Source: an optimization exercise on an open RTL-to-GDS flow (aim: small area and a short achievable clock period). Production flows keep margins and buffers that such runs may drop.
RTL that was checked went through simulation tests only; none was proved equivalent to the original.
Power figures rest on the tool's default switching activity, not on a simulated workload.

## processor
module processor(clock,reset,imem_addr,imem_data,wb_en,wb_addr,wb_data,flags);
input clock,reset;
output [7:0] imem_addr;
input [15:0] imem_data;
output wb_en;
output [2:0] wb_addr;
output [15:0] wb_data;
output [3:0] flags;
reg [7:0] pc;
reg [15:0] ir;
reg [3:0] fl;             
reg [15:0] rf [0:7];
reg [7:0] rv;
reg [15:0] dm [0:9];
reg [9:0] dv;
reg [14:0] hx, hy;       
reg hc;
reg [3:0] alo;            
reg ac4;                  
reg [15:0] lo;
reg hlv;
integer j;
reg [15:0] opa, opb;      
reg s_sum, s_shl, s_shr, s_or, s_and, s_mem, s_lo, s_hi;
wire [3:0] op = ir[3:0];
wire [2:0] rd = ir[6:4];
wire [2:0] f  = ir[15:13];
wire [5:0] c6 = ir[15:10];
wire [15:0] sx = {1'b0, {9{c6[5]}}, c6};
reg nm;                   
wire mulN;
wire fZ = fl[3], fN = nm ? mulN : fl[2], fC = fl[1], fV = fl[0];
wire [15:0] A = opa;
wire [15:0] B = opb;
wire [16:0] sum = {1'b0, A} + {1'b0, B};
wire [16:0] shl = {1'b0, A} << f;
reg [15:0] shr;
integer bi;
always @* for (bi = 0; bi < 16; bi = bi + 1) shr[bi] = shl[15 - bi];
wire addok = (op == 4'd0) & ((f == 3'd0) | ((f == 3'd1) & fN) | ((f == 3'd2) & fZ));
wire [16:0] res = ({17{s_sum}} & sum) | ({17{s_shl}} & shl) | ({17{s_shr}} & {1'b0, shr}) |
                  ({17{s_or}} & {1'b0, A | B}) | ({17{s_and}} & {1'b0, A & B});
wire ahi0 = &((A[15:5] ^ sx[15:5]) ~^ (A[14:4] | sx[14:4])) & ~(A[4] ^ sx[4] ^ ac4);
wire [9:0] hit = {10{ahi0}} & (10'd1 << alo);
wire [9:0] msel = 10'd1 << alo;
reg [15:0] mword;
always @* begin
  mword = 16'd0;
  for (j = 0; j < 10; j = j + 1)
  ...
Size in the first run: roughly 2500 cells after synthesis, about 430 flip-flops, ~50 I/O pins, about 28000 um^2 of cells after synthesis.
clock: 11.0 ns
lec_check: 0
abc_clock_period_in_ps: 5000
cap_margin: 20
core_margin: 2
core_utilization: 35
cts_buf_list: sky130_fd_sc_hd__clkbuf_8 sky130_fd_sc_hd__clkbuf_16
cts_cluster_diameter: 80
cts_cluster_size: 25
setup_slack_margin: 5
slew_margin: 20
run.sh (not shown) runs the stock make flow with config.mk's settings and CLKGATE_MAP_FILE= SYNTH_SCRIPT=/design/flow/synth_recipe.tcl, a recipe that flattens the netlist after the stock synthesis.
Rerun with:
Settings changed: CTS_BUF_LIST sky130_fd_sc_hd__clkbuf_8 sky130_fd_sc_hd__clkbuf_16 to default, CTS_CLUSTER_DIAMETER 80 to default, CTS_CLUSTER_SIZE 25 to default.
Effect: Area after synthesis is unchanged. Via count barely changes. Total power climbs by 7.0%. Sequential share of layout area falls by 0.65 points. Routed wire length increases by 0.78%. Worst setup slack is about the same. Non-clock buffer count increases by 3. Core utilization climbs by 0.68 points. Critical path depth does not change. Final cell count climbs by 1.0%. Count of clock-buffer cells in the layout rose by 34.
No functional check of the RTL was part of any run of this note.


Another version of the RTL of processor (not shown whole).
For scale: about 2400 cells after synthesis, roughly 430 flip-flops, ~50 I/O pins, ~27000 sq um of cells after synthesis.
clock: 11.0 ns
lec_check: 0
abc_clock_period_in_ps: 5000
cap_margin: 20
core_margin: 2
core_utilization: 35
cts_buf_list: sky130_fd_sc_hd__clkbuf_8
cts_cluster_diameter: 60
cts_cluster_size: 16
slew_margin: 20
standard.sh (not shown) runs the stock make flow with config.mk's settings and CLKGATE_MAP_FILE= SYNTH_SCRIPT=/design/flow/synth_recipe.tcl, a recipe that flattens the netlist after the stock synthesis.
==> flow/flow/run.sh <==
#!/bin/bash
set -e
export SETUP_SLACK_MARGIN=6.0
bash standard.sh > standard.log 2>&1
Next try:
==> flow/flow/run.sh (replaced) <==
#!/bin/bash
set -e
export SETUP_SLACK_MARGIN=5.5
bash standard.sh > standard.log 2>&1
Settings changed: CORE_UTILIZATION 35 to 50.
What happened: Design area shrinks by 2.7%. Wire length falls by 3.0%. Area after synthesis stays the same. Sequential power stays flat.


## run A
processor again, from the RTL that the note above started with.
clock: 11.0 ns
lec_check: 0
abc_clock_period_in_ps: 5000
cap_margin: 20
core_margin: 2
core_utilization: 35
cts_buf_list: sky130_fd_sc_hd__clkbuf_8
cts_cluster_diameter: 60
cts_cluster_size: 16
slew_margin: 20
==> flow/flow/run.sh <==
#!/bin/bash
set -e
export SETUP_SLACK_MARGIN=5.5
export BUFFER_PORTS_ARGS="-buffer_cell sky130_fd_sc_hd__buf_2"
bash standard.sh > standard.log 2>&1
Run A has completed all stages; timing, DRC and antenna checks passed.
[inputs] run B vs run A
- an added SETUP_SLACK_MARGIN of 5
==> flow/run.sh (new file) <==
#!/bin/bash
# synth_recipe.tcl (not shown) runs the flow's synth.tcl, then flattens the netlist and writes it again
# the make line also repeats each setting of config.mk as NAME=value (left out here)
make -C /OpenROAD-flow-scripts/flow DESIGN_CONFIG=/design/flow/config.mk WORK_HOME=/design/flow/orfs CLKGATE_MAP_FILE= SYNTH_SCRIPT=/design/flow/synth_recipe.tcl finish
removed: flow/flow/run.sh
removed: flow/standard.sh
- As far as final setup violation count is concerned, run A and run B perform about the same.
- Between run A and run B, final cell count decreased.
- On run B: setup slack is 0.37 ns lower than what run A gave.
- On sequential power share: between run A and run B, it ends up lower for run A.
- Looking only at worst max-slew margin expressed relative to the limit, and setting everything else aside, the higher value of run A and run B goes to run A.
- clkdlybuf4s50_1 as the slowest library cell on the worst path was reported by run B, and dfrtp_4 by run A.
- Re overall via count from detail_route: run A was higher than run B.
- Changes observed in run B relative to run A: hold slack lower; peak supply drop higher.
Relative to run B, the following input files were edited for run C:
- clearing SETUP_SLACK_MARGIN, which used to be 5
==> flow/flow/run.sh (new file) <==
#!/bin/bash
set -e
export SETUP_SLACK_MARGIN=5.5
bash standard.sh > standard.log 2>&1
==> flow/standard.sh (new file) <==
#!/bin/bash
# synth_recipe.tcl (not shown) runs the flow's synth.tcl, then flattens the netlist and writes it again
# the make line also repeats each setting of config.mk as NAME=value (left out here)
make -C /OpenROAD-flow-scripts/flow DESIGN_CONFIG=/design/flow/config.mk WORK_HOME=/design/flow/orfs CLKGATE_MAP_FILE= SYNTH_SCRIPT=/design/flow/synth_recipe.tcl "${@:-finish}"
removed: flow/run.sh
==> comparison <==
- Worst hold slack across all endpoints: run C vs run B — no meaningful difference
- Per the comparison of run C with run B, arrival time reported for the critical path endpoint moved down, overall routed net length moved up.
- Looking at startpoint of the most critical setup path, the opb[0] result is from run C; the opb[1] one comes from run B.
- Cell count: run C higher than run B
- Between run B and run C, the difference in flip-flop and latch area is negligible.
- Run C: share of cell area taken by flip-flops and latches 1.5 points below run B
- Taking run B as the reference point, the average vias per placed instance of run C rises by 0.83%.
- Min cell depth of the worst flop-to-flop path across run B and run C: run C
For run D, these inputs were changed with respect to run C:
- putting SETUP_SLACK_MARGIN at 5 where nothing was set
- swapping 35 for 50 in CORE_UTILIZATION
==> flow/run.sh (new file) <==
#!/bin/bash
# synth_recipe.tcl (not shown) runs the flow's synth.tcl, then flattens the netlist and writes it again
# the make line also repeats each setting of config.mk as NAME=value (left out here)
make -C /OpenROAD-flow-scripts/flow DESIGN_CONFIG=/design/flow/config.mk WORK_HOME=/design/flow/orfs CLKGATE_MAP_FILE= SYNTH_SCRIPT=/design/flow/synth_recipe.tcl finish
removed: flow/flow/run.sh
removed: flow/standard.sh
[summary]
- In summary, run D completed successfully, with a layout that passed the timing, design-rule and antenna checks.
- Final cell area: run D below run C
- When run D is set beside run C, its layout cell share with drive strength beyond 1 turns out to be 6.0 points smaller.
- Between run D and run C, it is run D whose power share of the combinational group is lower, by 2.8 points.
- Compared with run C, the detailed router inserted fewer vias in run D.
- Layout overhead on the synthesized area: run D lower than run C

[separate check: timing with driven ports]
How much do the figures lean on ideal ports? The routed layouts below were timed once more, with nothing changed but the port constraints.
Step 1 assumes that a clkbuf_16 drives the clock port and a buf_2 every other input.
Step 2 also shifts input and output timing later by t, the mid clock arrival at the registers, as if the neighbouring blocks saw the same clock.
a / b / c = ideal ports / drivers / drivers and shift; a / b = the first two.
run	shift t [ns]	setup WS [ns]	hold slack, ns	worst slew at a driven data input, ns
the first run of note 1	0.674	4.929 / 4.865 / 4.674	0.501 / 0.501 / 0.501	0.06
the second run of note 1	0.661	4.931 / 4.865 / 4.607	0.496 / 0.496 / 0.496	0.06
the first run of note 2	0.737	5.442 / 5.378 / 5.457	0.503 / 0.503 / 0.503	0.04
the second run of note 2	0.701	5.341 / 5.284 / 4.860	0.518 / 0.518 / 0.518	0.06
run A	0.736	5.365 / 5.302 / 4.975	0.522 / 0.522 / 0.522	0.06
run B	0.718	4.992 / 4.929 / 4.580	0.517 / 0.517 / 0.517	0.05
run C	0.723	5.426 / 5.366 / 4.895	0.517 / 0.517 / 0.517	0.05
run D	0.698	5.010 / 4.955 / 4.546	0.521 / 0.521 / 0.521	0.06
After both steps setup and hold are still met in every run listed. For run C, which loses most, drivers alone change the setup slack by -0.060 ns; drivers and shift together by -0.531 ns.
